Background: an optimization exercise with open tools, aiming at small area. Do not read the settings as production practice.
In this exercise RTL edits were held to simulation tests only and were not proved equivalent to the original.
No driver is modelled on the clock port, so clocking that relies on it looks cheaper here than on a real chip.
Power figures rest on the tool's default switching activity, not on a simulated workload.

==> flow/design.v (excerpt) <==
module top(
    input  logic        clk,
    input  logic        SW,          
    input  logic [63:0] pattern,     
    output logic        _48b         
);
    logic reset;
    assign reset = ~SW;
    logic [63:0] ra, ry;             
    logic [5:0]  d;                  
    logic        tpar;               
    logic        pol;
    logic        fresh;
    logic        inpass;             
    logic [9:1]  L;                  
    logic        E;                  
    logic [7:0]  R0;                 
    assign pol = ~tpar;
    logic ld;
    assign ld = reset & fresh;
    logic a0, a1, a7, a8, a9, a15;
    assign a0  = ra[0]  ^ pol;
    assign a1  = ra[1]  ^ pol;
    assign a7  = ra[7]  ^ pol;
    assign a8  = ra[8]  ^ pol;
    assign a9  = ra[9]  ^ pol;
    assign a15 = ra[15] ^ pol;
    logic h_alive;                   
    logic t1, t7, t8, t9, t15;       
    assign h_alive = a0  & (ry[0]  | fresh);
    assign t1      = a1  & (ry[1]  | fresh);
    assign t7      = a7  & (ry[7]  | fresh);
    assign t8      = a8  & (ry[8]  | fresh);
    assign t9      = a9  & (ry[9]  | fresh);
    assign t15     = a15 & (ry[15] | fresh);
    logic c0, c7, r0, r7;
    assign c0 = (d[2:0] == 3'd0);
    assign c7 = (d[2:0] == 3'd7);
    assign r0 = (d[5:3] == 3'd0);
    assign r7 = (d[5:3] == 3'd7);
    logic cl1, cl2, cr1, cr2, cm;
    assign cl1 = c0 ? t7 : L[9];
    assign cl2 = r7 ? R0[0] : (c0 ? t15 : t7);
    assign cr1 = c7 ? E : t1;
  ...
Size in the first run: ~400 cells after synthesis.
clock: 10.0 ns
lec_check: 0
cap_margin: 20
core_margin: 2
core_utilization: 40
slew_margin: 20
standard.sh (not shown) runs the stock make flow with config.mk's settings and CLKGATE_MAP_FILE= SYNTH_SCRIPT=/design/flow/synth_recipe.tcl, a recipe that flattens the netlist after the stock synthesis.
==> flow/flow/run.sh <==
#!/bin/bash
# Standard layout, with the port buffers made of the smallest buffer cell,
# a clock tree of small buffers without dummy loads, and the clock buffers
# that drive slow edges upsized after clock tree synthesis.
set -euo pipefail
here=$(pwd)
export BUFFER_PORTS_ARGS="-buffer_cell sky130_fd_sc_hd__buf_1"
export CTS_ARGS="-sink_clustering_enable -repair_clock_nets -dont_use_dummy_load -buf_list sky130_fd_sc_hd__clkbuf_4 -sink_clustering_size 20 -sink_clustering_max_diameter 100"
export POST_CTS_TCL="$here/flow/post_cts.tcl"
bash standard.sh > standard.log 2>&1
==> flow/flow/post_cts.tcl <==
# After clock tree synthesis: trade the ample setup slack for smaller cells,
# then upsize the clock buffers whose flip-flop loads would see a slow edge.
estimate_parasitics -placement
repair_timing -recover_power 100 -setup_margin 1.0
set upsized 0
foreach inst [get_cells clkbuf*] {
  if { [get_property $inst ref_name] != "sky130_fd_sc_hd__clkbuf_4" } { continue }
  set net [get_nets -of_objects [get_pins [get_full_name $inst]/X]]
  set worst 0
  foreach p [get_pins -of_objects $net -filter "direction == input"] {
    foreach prop {slew_max_rise slew_max_fall} {
      set s [get_property $p $prop]
      if { $s > $worst } { set worst $s }
    }
  }
  if { $worst > 0.122 } {
    puts "post_cts: upsizing [get_full_name $inst] (worst load slew $worst ns)"
    replace_cell $inst sky130_fd_sc_hd__clkbuf_8
    incr upsized
  }
}
detailed_placement
check_placement -verbose
estimate_parasitics -placement
Next try:
--- a/flow/flow/run.sh
+++ b/flow/flow/run.sh
@@ -7,3 +7,3 @@
 export BUFFER_PORTS_ARGS="-buffer_cell sky130_fd_sc_hd__buf_1"
-export CTS_ARGS="-sink_clustering_enable -repair_clock_nets -dont_use_dummy_load -buf_list sky130_fd_sc_hd__clkbuf_4 -sink_clustering_size 20 -sink_clustering_max_diameter 100"
+export CTS_ARGS="-sink_clustering_enable -repair_clock_nets -dont_use_dummy_load -buf_list sky130_fd_sc_hd__clkbuf_8 -sink_clustering_size 25 -sink_clustering_max_diameter 100"
 export POST_CTS_TCL="$here/flow/post_cts.tcl"
=>
- die area stays the same
- via count hardly moves
- first-iteration DRC count goes down by a little under a tenth
- routed wire length rose slightly
- cell area came out higher slightly
Next try:
--- a/flow/flow/run.sh
+++ b/flow/flow/run.sh
@@ -7,3 +7,3 @@
 export BUFFER_PORTS_ARGS="-buffer_cell sky130_fd_sc_hd__buf_1"
-export CTS_ARGS="-sink_clustering_enable -repair_clock_nets -dont_use_dummy_load -buf_list sky130_fd_sc_hd__clkbuf_8 -sink_clustering_size 25 -sink_clustering_max_diameter 100"
+export CTS_ARGS="-sink_clustering_enable -repair_clock_nets -dont_use_dummy_load -buf_list sky130_fd_sc_hd__clkbuf_4"
 export POST_CTS_TCL="$here/flow/post_cts.tcl"
What happened:
- The changed run finished clean
- combinational power barely changes
- fmax barely changes
- cell count does not change
- hold slack gains 0.0096 ns
- area after synthesis stays the same
- sequential cell count is unchanged
- synthesized cell count does not change
- worst setup slack loses 0.0055 ns
- die area stays the same
- sequential power is about the same
- clock skew grows by 0.0061 ns

---

top, a different RTL version from the one above (not shown whole).
Size: ~390 cells after synthesis, roughly 67 I/O pins.
Settings: LEC_CHECK=0, CAP_MARGIN=20, CORE_MARGIN=2, CORE_UTILIZATION=75, SLEW_MARGIN=20; clock period 10.0 ns.
==> flow/flow/run.sh <==
#!/bin/bash
# Standard layout, with the port buffers made of the smallest buffer cell,
# a clock tree of small buffers without dummy loads, and the clock buffers
# that drive slow edges upsized after clock tree synthesis.
set -euo pipefail
here=$(pwd)
export BUFFER_PORTS_ARGS="-buffer_cell sky130_fd_sc_hd__buf_1"
export CTS_ARGS="-sink_clustering_enable -repair_clock_nets -dont_use_dummy_load -buf_list sky130_fd_sc_hd__clkbuf_4"
export POST_CTS_TCL="$here/flow/post_cts.tcl"
export POST_GLOBAL_ROUTE_TCL="$here/flow/post_grt.tcl"
bash standard.sh > standard.log 2>&1
==> flow/flow/post_grt.tcl <==
# After global routing and its repairs: try smaller sizes for the large
# signal buffers the repairs inserted, keeping a size only if no slew or
# capacitance limit is then violated.
proc my_violations {} {
  return [expr {[sta::max_slew_violation_count] + [sta::max_capacitance_violation_count]}]
}
estimate_parasitics -global_routing
set base [my_violations]
foreach inst [get_cells *] {
  set ref [get_property $inst ref_name]
  if { ![regexp {^sky130_fd_sc_hd__(buf|bufbuf)_(6|8|12|16)$} $ref] } { continue }
  set name [get_full_name $inst]
  if { [string match clk* $name] } { continue }
  foreach smaller {sky130_fd_sc_hd__buf_2 sky130_fd_sc_hd__buf_4} {
    replace_cell $inst $smaller
    estimate_parasitics -global_routing
    if { [my_violations] <= $base } {
      puts "post_grt: $name $ref -> $smaller"
      break
    }
    replace_cell $inst $ref
    estimate_parasitics -global_routing
  }
}
Scripts as last shown in full above: flow/flow/post_cts.tcl
Change:
Settings changed: CORE_UTILIZATION 75 to 60.
Outcome:
- sequential share of layout area decreases by 0.43 points
- clock skew came out higher by 5.9 ps
- count of clock-buffer cells in the layout is unchanged
- worst hold slack is about the same
- routed wire length drops by 9.0%
- cell count climbs by 4.7%
Change:
--- a/flow/flow/run.sh
+++ b/flow/flow/run.sh
@@ -9,3 +9,2 @@
 export POST_CTS_TCL="$here/flow/post_cts.tcl"
-export POST_GLOBAL_ROUTE_TCL="$here/flow/post_grt.tcl"
 bash standard.sh > standard.log 2>&1
Settings changed: CORE_UTILIZATION 60 to 40.
removed: flow/flow/post_grt.tcl
What happened:
- critical path depth is higher by 1
- total power is about the same
- fmax is higher by roughly a tenth
- core utilization is lower by 23 points
- hold slack is better by 5.1 ps
- setup slack is better by 500 ps
- final cell count is higher by a little under a tenth
- global-route usage is lower by 5.4 points
- wire length is higher by a few percent
- clock power is lower by a few percent
Change:
--- a/flow/flow/run.sh
+++ b/flow/flow/run.sh
@@ -9,2 +9,3 @@
 export POST_CTS_TCL="$here/flow/post_cts.tcl"
+export POST_GLOBAL_ROUTE_TCL="$here/flow/post_grt.tcl"
 bash standard.sh > standard.log 2>&1
==> flow/flow/post_grt.tcl (new file) <==
# After global routing and its repairs: try smaller sizes for the large
# signal buffers the repairs inserted, keeping a size only if no slew or
# capacitance limit is then violated.
proc my_violations {} {
  return [expr {[sta::max_slew_violation_count] + [sta::max_capacitance_violation_count]}]
}
estimate_parasitics -global_routing
set base [my_violations]
foreach inst [get_cells *] {
  set ref [get_property $inst ref_name]
  if { ![regexp {^sky130_fd_sc_hd__(buf|bufbuf)_(6|8|12|16)$} $ref] } { continue }
  set name [get_full_name $inst]
  if { [string match clk* $name] } { continue }
  foreach smaller {sky130_fd_sc_hd__buf_2 sky130_fd_sc_hd__buf_4} {
    replace_cell $inst $smaller
    estimate_parasitics -global_routing
    if { [my_violations] <= $base } {
      puts "post_grt: $name $ref -> $smaller"
      break
    }
    replace_cell $inst $ref
    estimate_parasitics -global_routing
  }
}
Result: The new run went through all stages and came out clean. Clock skew is about the same. Worst setup slack gets worse by 380 ps. Area after synthesis is unchanged. Die area does not change. Via count came out lower by 0.84%. Sequential power is about the same. Global-route usage does not change. Maximum frequency came out lower by about 9%.
Change:
==> flow/flow/run.sh (replaced) <==
#!/bin/bash
# The standard layout (standard.sh) with these changes:
# - synthesis maps the logic with an area-oriented ABC script
#   (flow/abc_area.script in place of ORFS's abc_speed.script), with no
#   separate adder mapping (ADDER_MAP_FILE empty);
# - port buffers are the smallest buffer cell;
# - the clock tree uses small buffers and no dummy loads;
# - after clock tree synthesis, spare setup slack is traded for smaller
#   cells and clock buffers that drive slow edges are upsized
#   (flow/post_cts.tcl);
# - after global routing, large repair buffers are downsized where no slew
#   or capacitance limit is then violated (flow/post_grt.tcl).
set -euo pipefail
here=$(pwd)
rm -rf "$here/scripts_area"
cp -r "$FLOW_HOME/scripts" "$here/scripts_area"
cp "$here/flow/abc_area.script" "$here/scripts_area/abc_speed.script"
ADDER_MAP_FILE= SCRIPTS_DIR="$here/scripts_area" bash standard.sh synth > synth.log 2>&1
export BUFFER_PORTS_ARGS="-buffer_cell sky130_fd_sc_hd__buf_1"
export CTS_ARGS="-sink_clustering_enable -repair_clock_nets -dont_use_dummy_load -buf_list sky130_fd_sc_hd__clkbuf_4"
export POST_CTS_TCL="$here/flow/post_cts.tcl"
export POST_GLOBAL_ROUTE_TCL="$here/flow/post_grt.tcl"
bash standard.sh > standard.log 2>&1
==> flow/flow/abc_area.script (new file) <==
&get -n
&st
&dch
&nf -R 1000
&put
--- a/flow/flow/post_cts.tcl
+++ b/flow/flow/post_cts.tcl
@@ -15,3 +15,3 @@
   }
-  if { $worst > 0.122 } {
+  if { $worst > 0.127 } {
     puts "post_cts: upsizing [get_full_name $inst] (worst load slew $worst ns)"
Result: Area after synthesis came out lower by about 5.3%. Design area came out lower by about 2.8%. Global-route usage came out lower by 1.4 points. Setup slack is better by 550 ps. Critical path depth came out higher by 7. Power came out higher by 6.2%. Clock-buffer cell count stays the same. First-iteration DRC count came out higher by about 10%. Final cell count came out lower by 1.8%. Wire length came out lower by about 7%.

==> static timing again, ports no longer ideal <==
The results above use ideal ports. As a check the final layouts listed here were re-extracted and re-timed, cells and wires unchanged. Step 1 sets driving cells, clkbuf_16 on the clock port and buf_2 on the other inputs (assumed; they add their load-dependent delay and slew). Step 2 times the ports against the registers' clock, not the clock port: input delays grow and output delays shrink by t, the midpoint of the rising clock arrivals with the driver on. a / b / c = no drivers / after step 1 / after step 2; a / b = the first two.
run | shift t [ns] | setup WS [ns] | worst hold slack (ns) | worst register clock-pin slew, ns
the first run of note 1 | 0.441 | 6.174 / 6.163 / 5.748 | 0.313 / 0.313 / 0.313 | 0.11 / 0.11
the second run of note 1 | 0.463 | 6.180 / 6.150 / 5.732 | 0.303 / 0.303 / 0.303 | 0.09 / 0.09
the third run of note 1 | 0.441 | 6.174 / 6.163 / 5.748 | 0.313 / 0.313 / 0.313 | 0.11 / 0.11
the first run of note 2 | 0.423 | 5.824 / 5.836 / 5.412 | 0.310 / 0.310 / 0.310 | 0.11 / 0.11
the second run of note 2 | 0.430 | 5.798 / 5.808 / 5.378 | 0.309 / 0.309 / 0.309 | 0.11 / 0.11
the third run of note 2 | 0.439 | 6.295 / 6.309 / 5.870 | 0.314 / 0.314 / 0.314 | 0.11 / 0.11
the fourth run of note 2 | 0.439 | 5.919 / 5.933 / 5.494 | 0.313 / 0.313 / 0.313 | 0.11 / 0.11
the fifth run of note 2 | 0.426 | 6.466 / 6.466 / 6.190 | 0.303 / 0.303 / 0.303 | 0.12 / 0.12
After both steps every run listed still meets setup and hold. The setup slack of the second run of note 1, which loses most, moves by -0.030 ns with the drivers and by -0.448 ns with both steps.
